This is an optimization exercise on Yosys and OpenROAD, whose aim is small area and a short achievable clock period, not a production implementation.
Where RTL was checked, it was by simulation tests only, not by an equivalence proof against the original.
Power figures rest on the tool's default switching activity, not on a simulated workload.

Setup of job 7196:
Design as2650, start of the top module:
module as2650(
	input clk,
	input rst,
	input [7:0] bus_in,
	output [7:0] bus_out,
	output le_lo,
	output le_hi,
	output OEb,
	output WEb,
	output bus_dir,
	output IOC,
	output IOD,
	input [6:0] irqs,
	output flag,
	input sense,
	output [7:0] ext_io_addr,
	output io_bus_cyc,
	output io_bus_we,
	output [7:0] io_bus_out,
	input [7:0] io_bus_in,
	output [7:0] debug_psl,
	output [7:0] debug_psu,
	output [32:0] la_data_out,
	input wb_hidden_rom_enable,
	output reg cpu_hidden_rom_enable,
	output WE_ram
);
clock: 16.0 ns
lec_check: 0
cap_margin: 10
core_margin: 2
core_utilization: 45
cts_buf_list: sky130_fd_sc_hd__clkbuf_16
cts_cluster_diameter: 100
cts_cluster_size: 20
slew_margin: 10
standard.sh (not shown) runs the stock make flow with config.mk's settings and CLKGATE_MAP_FILE= SYNTH_SCRIPT=/design/flow/synth_recipe.tcl, a recipe that flattens the netlist after the stock synthesis.
==> flow/flow/run.sh <==
#!/bin/bash
# The standard layout (standard.sh: the standard flow's own synthesis and ORFS flow) with two changes:
# - the input and output ports are buffered with sky130_fd_sc_hd__buf_1 cells instead of
#   the cell buffer_ports picks by default;
# - ORFS's repair_timing steps aim for 9 ns of setup slack rather than 0, so that they size
#   up the slowest paths; the clock and constraints are the design's.
# Make's full output goes to flow_make.log here; ORFS's own logs are under orfs/logs.
set -euo pipefail
export BUFFER_PORTS_ARGS="-buffer_cell sky130_fd_sc_hd__buf_1"
export SETUP_SLACK_MARGIN=9
export TNS_END_PERCENT=5
bash standard.sh finish > flow_make.log 2>&1
Inputs modified between job 7196 and job 2504:
==> flow/flow/run.sh <==
#!/bin/bash
# The standard layout (standard.sh: the standard flow's own synthesis and ORFS flow) with two changes:
# - the input and output ports are buffered with sky130_fd_sc_hd__buf_1 cells instead of
#   the cell buffer_ports picks by default;
# - ORFS's repair_timing steps aim for 8.7 ns of setup slack rather than 0, so that they size
#   up the slowest paths; the clock and constraints are the design's.
# Make's full output goes to flow_make.log here; ORFS's own logs are under orfs/logs.
set -euo pipefail
export BUFFER_PORTS_ARGS="-buffer_cell sky130_fd_sc_hd__buf_1"
export SETUP_SLACK_MARGIN=8.7
export TNS_END_PERCENT=5
bash standard.sh finish > flow_make.log 2>&1
-- flow/config.mk --
<<< job 7196, line 9
export CORE_MARGIN = 2
export CORE_UTILIZATION = 45
export CTS_BUF_LIST = sky130_fd_sc_hd__clkbuf_16
>>> job 2504, line 9
export CORE_MARGIN = 2
export CORE_UTILIZATION = 50
export CTS_BUF_LIST = sky130_fd_sc_hd__clkbuf_16
Notes after the runs:
- Compared with job 7196, job 2504 shows area of the die that has gone down by a little under 10%.
- Total power draw, job 2504 vs job 7196: down by a few percent
- Measured against each other, job 2504 and job 7196 differ in sequential share of layout area, the higher figure coming from job 2504.
- Job 2504 vs job 7196, endpoint arrival time on the critical path went down by 3200 ps.
- On later-pin clock latency in the skew report, job 2504 tracks job 7196 almost exactly.
- The via count of job 2504 is higher than that of job 7196.
- Against job 7196, job 2504 reports a total wire length after detailed routing that is lower.
- Cell depth of the worst flop-to-flop path: higher on job 2504
- Job 2504 vs job 7196, capturing instance or port of the critical path: bus_out[4] vs stack[4][9]
- | worst setup slack | job 2504 vs job 7196 | worse |
- Job 7196 ended up with primary input to flip-flop as its critical path class; job 2504 ended up with flip-flop to primary output.
Input-level comparison between job 1197 and job 2504:
==> flow/flow/run.sh <==
#!/bin/bash
# The standard layout (standard.sh: the standard flow's own synthesis and ORFS flow) with two changes:
# - the input and output ports are buffered with sky130_fd_sc_hd__buf_1 cells instead of
#   the cell buffer_ports picks by default;
# - ORFS's repair_timing steps aim for 9 ns of setup slack rather than 0, so that they size
#   up the slowest paths; the clock and constraints are the design's.
# Make's full output goes to flow_make.log here; ORFS's own logs are under orfs/logs.
set -euo pipefail
export BUFFER_PORTS_ARGS="-buffer_cell sky130_fd_sc_hd__buf_1"
export SETUP_SLACK_MARGIN=9
export TNS_END_PERCENT=5
bash standard.sh finish > flow_make.log 2>&1
-- flow/config.mk --
<<< job 2504, line 11
export CTS_BUF_LIST = sky130_fd_sc_hd__clkbuf_16
export CTS_CLUSTER_DIAMETER = 100
export CTS_CLUSTER_SIZE = 20
export SLEW_MARGIN = 10
>>> job 1197, line 11
export CTS_BUF_LIST = sky130_fd_sc_hd__clkbuf_16
export CTS_CLUSTER_DIAMETER = 80
export CTS_CLUSTER_SIZE = 14
export SLEW_MARGIN = 10
### Flow results
[compare] base=job 2504 new=job 1197: post-route fraction of the period consumed by the critical path now sits lower, fraction of power consumed by combinational cells fell 0.8 points. The highest ir drop seen on vdd in job 2504 is 0.863 times that in job 1197. In the reports for job 2504 and job 1197, the larger global-route usage belongs to job 1197. Job 1197 ends up with a combinational logic power that is about 4% higher than in job 2504. Between job 2504 and job 1197, the flow reports fill cell instance count of the final layout decreasing slightly. Compared with job 2504, in job 1197 final cell count increased 66; non-clock buffer instance count of the final layout rose 41; die area saw little to no change.
### job 1197 -> job 1953
-- flow/flow/run.sh --
<<< job 1197, line 10
export SETUP_SLACK_MARGIN=9
export TNS_END_PERCENT=5
bash standard.sh finish > flow_make.log 2>&1
>>> job 1953, line 10
export SETUP_SLACK_MARGIN=9
export TNS_END_PERCENT=0
bash standard.sh finish > flow_make.log 2>&1
-- flow/config.mk --
<<< job 1197, line 11
export CTS_BUF_LIST = sky130_fd_sc_hd__clkbuf_16
export CTS_CLUSTER_DIAMETER = 80
export CTS_CLUSTER_SIZE = 14
export SLEW_MARGIN = 10
>>> job 1953, line 11
export CTS_BUF_LIST = sky130_fd_sc_hd__clkbuf_16
export CTS_CLUSTER_DIAMETER = 100
export CTS_CLUSTER_SIZE = 20
export SLEW_MARGIN = 10
==> run notes <==
- Job 1953 vs. job 1197: sequential share of layout area rose 1.0 points, total power -230 uW, synthesized-area fraction occupied by ao, oa, aoi and oai cells roughly the same, post-route worst hold slack increased 22 ps.
- The switching portion of total power in job 1953 sits 0.96 points above the value recorded for job 1197.
- [job 1953] sum of met2 wire segment lengths after detailed routing rose 800 um relative to job 1197
## Diff of input files: job 3910 against job 1953
-- flow/flow/run.sh --
<<< job 1953, line 10
export SETUP_SLACK_MARGIN=9
export TNS_END_PERCENT=0
bash standard.sh finish > flow_make.log 2>&1
>>> job 3910, line 10
export SETUP_SLACK_MARGIN=9
export TNS_END_PERCENT=5
bash standard.sh finish > flow_make.log 2>&1
--- outcome ---
- Between job 3910 and job 1953, it is job 3910 whose pin count of the biggest net entering global routing is lower, by 4.
- From job 1953 to job 3910 the numbers moved as follows: post-route total power decreased by 0.73% relative to the old numbers; fill cell instance count of the final layout closely matched the old numbers.
- Worst slew margin relative to its limit in job 3910 is 4.0 points lower than in job 1953
## Diff of input files: job 8714 against job 3910
==> flow/flow/run.sh <==
#!/bin/bash
# The standard layout (standard.sh: the standard flow's own synthesis and ORFS flow) with two changes:
# - the input and output ports are buffered with sky130_fd_sc_hd__buf_2 cells instead of
#   the cell buffer_ports picks by default;
# - ORFS's repair_timing steps aim for 9 ns of setup slack rather than 0, so that they size
#   up the slowest paths; the clock and constraints are the design's.
# Make's full output goes to flow_make.log here; ORFS's own logs are under orfs/logs.
set -euo pipefail
export BUFFER_PORTS_ARGS="-buffer_cell sky130_fd_sc_hd__buf_2"
export SETUP_SLACK_MARGIN=9
export TNS_END_PERCENT=5
bash standard.sh finish > flow_make.log 2>&1
-- flow/config.mk --
<<< job 3910, line 7
export LEC_CHECK = 0
export CAP_MARGIN = 10
export CORE_MARGIN = 2
>>> job 8714, line 7
export LEC_CHECK = 0
export CAP_MARGIN = 20
export CORE_MARGIN = 2
<<< job 3910, line 13
export CTS_CLUSTER_SIZE = 20
export SLEW_MARGIN = 10
>>> job 8714, line 13
export CTS_CLUSTER_SIZE = 20
export SLEW_MARGIN = 20
Findings:
Job 8714 | status: complete | timing, DRC, antenna: pass
The final standard cell utilization of the core of job 8714 is lower than that of job 3910.
On top achievable clock speed: job 8714 sits below job 3910.
Job 8714 has less setup slack than job 3910.
Global-route usage: job 8714 vs job 3910 down 0.55 points
Non-filler instance count after layout shrinks slightly when moving from job 3910 to job 8714.
Taking job 3910 as the reference, in job 8714 total congestion overflow after global routing closely matched the old numbers, data arrival time of the critical path saw an increase.

* * *

v16:
Another version of the RTL of as2650 (not shown whole).
Size: about 3,100 cells after synthesis, roughly 420 flip-flops, ~110 I/O pins.
Settings: LEC_CHECK=0, CAP_MARGIN=20, CORE_MARGIN=2, CORE_UTILIZATION=40, SLEW_MARGIN=20; clock period 16.0 ns.
==> flow/flow/run.sh <==
#!/bin/bash
# The standard layout (standard.sh: the standard flow's own synthesis and ORFS flow), except that the
# input and output ports are buffered with sky130_fd_sc_hd__buf_2 cells instead of the
# cell buffer_ports picks by default. Make's full output goes to flow_make.log here.
set -euo pipefail
export BUFFER_PORTS_ARGS="-buffer_cell sky130_fd_sc_hd__buf_2"
bash standard.sh finish > flow_make.log 2>&1
What v48 does differently from v16 at the input level:
==> flow/flow/run.sh <==
#!/bin/bash
# The standard layout (standard.sh: the standard flow's own synthesis and ORFS flow) with two changes:
# - the input and output ports are buffered with sky130_fd_sc_hd__buf_2 cells instead of
#   the cell buffer_ports picks by default;
# - ORFS's repair_timing steps aim for 12 ns of setup slack rather than 0, so that they size
#   up the slowest paths; the clock and constraints are the design's.
# Make's full output goes to flow_make.log here; ORFS's own logs are under orfs/logs.
set -euo pipefail
export BUFFER_PORTS_ARGS="-buffer_cell sky130_fd_sc_hd__buf_2"
export SETUP_SLACK_MARGIN=12
export TNS_END_PERCENT=5
bash standard.sh finish > flow_make.log 2>&1
-- flow/config.mk --
<<< v16, line 10
export CORE_UTILIZATION = 40
export SLEW_MARGIN = 20
>>> v48, line 10
export CORE_UTILIZATION = 40
export CTS_BUF_LIST = sky130_fd_sc_hd__clkbuf_8
export SLEW_MARGIN = 20
==> comparison <==
v48 reached the end of the flow, and the finished layout is clean on the timing, design-rule and antenna checks.
v48 against v16: met3 demand-to-capacity share in global routing rose by 2.5 points; final estimated routing congestion in global placement rose by about 0.9%.
Diff v16 -> v48: final instance area saw an increase; global-route usage went up; total routed wirelength +about 8%.
Re sum of internal, switching and leakage power: v48 is 0.082 mW up on v16.
Against v16, v48 comes in 5.6 points higher on utilization after layout.
Taking v16 as 1.0, v48 lands at 1.4 on combinational-cell power consumption.
Of v16 and v48, v16 shows the lower part of the power in combinational logic, with v48 above it.
The inputs of v59 differ from those of v48 as listed below.
==> flow/run.sh (new file) <==
#!/bin/bash
# synth_recipe.tcl (not shown) runs the flow's synth.tcl, then flattens the netlist and writes it again
# the make line also repeats each setting of config.mk as NAME=value (left out here)
make -C /OpenROAD-flow-scripts/flow DESIGN_CONFIG=/design/flow/config.mk WORK_HOME=/design/flow/orfs CLKGATE_MAP_FILE= SYNTH_SCRIPT=/design/flow/synth_recipe.tcl finish
-- flow/config.mk --
<<< v48, line 11
export CTS_BUF_LIST = sky130_fd_sc_hd__clkbuf_8
export SLEW_MARGIN = 20
>>> v59, line 11
export CTS_BUF_LIST = sky130_fd_sc_hd__clkbuf_8
export CTS_CLUSTER_SIZE = 20
export SLEW_MARGIN = 20
removed: flow/flow/run.sh
removed: flow/standard.sh
## What came out
Between v59 and v48, the total met2 wirelength after detailed routing is higher for v48. v59 ends up with lower global-route usage than v48 does. In v59 relative to v48, total power had gone down by a few percent. Die area across v59 and v48: no real change. | met1 track utilization from global routing | v59 vs v48 | 1.1 points lower |. Taking v48 as the reference, in v59 clock tree buffer count of the final layout moved down; final cell count moved down; transition time of the tightest slew-check pin moved up.
Edits applied to the flow inputs when going from v59 to v33:
==> flow/flow/run.sh (new file) <==
#!/bin/bash
# The standard layout (standard.sh: the standard flow's own synthesis and ORFS flow) with two changes:
# - the input and output ports are buffered with sky130_fd_sc_hd__buf_2 cells instead of
#   the cell buffer_ports picks by default;
# - ORFS's repair_timing steps aim for 8 ns of setup slack rather than 0, so that they size
#   up the slowest paths; the clock and constraints are the design's.
# Make's full output goes to flow_make.log here; ORFS's own logs are under orfs/logs.
set -euo pipefail
export BUFFER_PORTS_ARGS="-buffer_cell sky130_fd_sc_hd__buf_2"
export SETUP_SLACK_MARGIN=8
export TNS_END_PERCENT=5
bash standard.sh finish > flow_make.log 2>&1
==> flow/standard.sh (new file) <==
#!/bin/bash
# synth_recipe.tcl (not shown) runs the flow's synth.tcl, then flattens the netlist and writes it again
# the make line also repeats each setting of config.mk as NAME=value (left out here)
make -C /OpenROAD-flow-scripts/flow DESIGN_CONFIG=/design/flow/config.mk WORK_HOME=/design/flow/orfs CLKGATE_MAP_FILE= SYNTH_SCRIPT=/design/flow/synth_recipe.tcl "${@:-finish}"
-- flow/config.mk --
<<< v59, line 10
export CORE_UTILIZATION = 40
export CTS_BUF_LIST = sky130_fd_sc_hd__clkbuf_8
export CTS_CLUSTER_SIZE = 20
export SLEW_MARGIN = 20
>>> v33, line 10
export CORE_UTILIZATION = 40
export SLEW_MARGIN = 20
removed: flow/run.sh
[summary]
- From v33 to v59, number of buffers on the longest clock path did not move at all.
- Between v33 and v59, the sequential share of cell area is lower for v59.
- Diff v59 -> v33: sequential group share of total power -1.9 points; clock transition at the registers of the reported paths down 0.02 ns; non-clock buffer contribution to total cell area now smaller; post-route minimum period now sits lower.
- The highest routed metal layer comes out met5 in one run and met4 in the other, namely in v33 and v59 respectively.
- Ratio of cells with drive above 1 in the final layout (higher): v33
- Power density of the placed cells in v33 is 3.3 nW/um^2 above v59.
- Going from v59 to v33, final HPWL from detailed placement shrank slightly.
Relative to v33, the following input files were edited for v45:
==> flow/flow/run.sh <==
#!/bin/bash
# The standard layout (standard.sh: the standard flow's own synthesis and ORFS flow), except that the
# input and output ports are buffered with sky130_fd_sc_hd__buf_2 cells instead of the
# cell buffer_ports picks by default. Make's full output goes to flow_make.log here.
set -euo pipefail
export BUFFER_PORTS_ARGS="-buffer_cell sky130_fd_sc_hd__buf_2"
bash standard.sh finish > flow_make.log 2>&1
-- flow/config.mk --
<<< v33, line 10
export CORE_UTILIZATION = 40
export SLEW_MARGIN = 20
>>> v45, line 10
export CORE_UTILIZATION = 40
export CTS_BUF_LIST = sky130_fd_sc_hd__clkbuf_8
export SLEW_MARGIN = 20
### Flow results
Clock network fraction of design power, v33 and v45: lower on v45
Sort v33 and v45 by share of the core filled with cells desc -> top: v33
Comparing v45 against v33, there is no change at all in count of hold-fix buffers inserted at cts.
Edits applied to the flow inputs when going from v45 to v30:
==> flow/flow/run.sh <==
#!/bin/bash
# The standard layout (standard.sh: the standard flow's own synthesis and ORFS flow) with two changes:
# - the input and output ports are buffered with sky130_fd_sc_hd__buf_2 cells instead of
#   the cell buffer_ports picks by default;
# - ORFS's repair_timing steps aim for 10 ns of setup slack rather than 0, so that they size
#   up the slowest paths; the clock and constraints are the design's.
# Make's full output goes to flow_make.log here; ORFS's own logs are under orfs/logs.
set -euo pipefail
export BUFFER_PORTS_ARGS="-buffer_cell sky130_fd_sc_hd__buf_2"
export SETUP_SLACK_MARGIN=10
export TNS_END_PERCENT=5
bash standard.sh finish > flow_make.log 2>&1
--- outcome ---
- Global-route track usage on met1 is higher on v30
- Combinational share of power sits higher in v30 than in v45.
- Of v45 and v30, the higher buffers plus inverters on the worst setup path belongs to v30.
- Delta (v30 minus v45): number of antenna diodes increased 5; utilization after layout increased 4.5 points.
- On setup slack, the higher figure sits with v30, not v45.
- The number of logic stages on the critical path including buffering in v30 sits 11 below the value recorded for v45.
- In terms of flip-flop and latch power, v30 and v45 differ only marginally.
No run of this note included a check of the RTL's function; only the layout flow was run.

## afterwards: timing with drivers on the ports
No port has a modelled driver above. Below, the same layouts with a new extraction and two added sets of constraints. Step 1, drivers: a clkbuf_16 drives clk and a buf_2 each remaining input, both assumed. Step 2 also shifts input and output timing later by t, the mid clock arrival at the registers, as if the neighbouring blocks saw the same clock. Slacks: ideal / step 1 / step 2; pairs: ideal / step 1.
run	t, ns	slack for setup (ns)	hold WS [ns]	cell pins on the clock port's net
job 7196	0.695	8.867 / 8.904 / 8.209	0.499 / 0.499 / 0.499	1
job 2504	0.695	8.540 / 8.472 / 7.979	0.484 / 0.484 / 0.484	1
job 1197	0.676	8.947 / 8.927 / 8.336	0.469 / 0.469 / 0.469	1
job 1953	0.720	8.804 / 8.801 / 8.128	0.490 / 0.490 / 0.490	1
job 3910	0.701	8.937 / 8.917 / 8.314	0.476 / 0.476 / 0.476	1
job 8714	0.685	8.811 / 8.746 / 8.263	0.474 / 0.474 / 0.474	1
v16	0.667	7.135 / 7.178 / 6.511	0.469 / 0.469 / 0.469	1
v48	0.746	8.695 / 8.646 / 8.316	0.483 / 0.483 / 0.483	1
v59	0.735	6.311 / 6.337 / 5.602	0.472 / 0.472 / 0.472	1
v33	0.671	8.040 / 8.012 / 7.425	0.469 / 0.469 / 0.469	1
v45	0.738	7.230 / 7.267 / 6.529	0.471 / 0.471 / 0.471	1
v30	0.742	8.693 / 8.644 / 8.405	0.481 / 0.481 / 0.481	1
After both steps every run listed still meets setup and hold. The setup slack of v59, which loses most, moves by +0.026 ns with the drivers and by -0.709 ns with both steps.
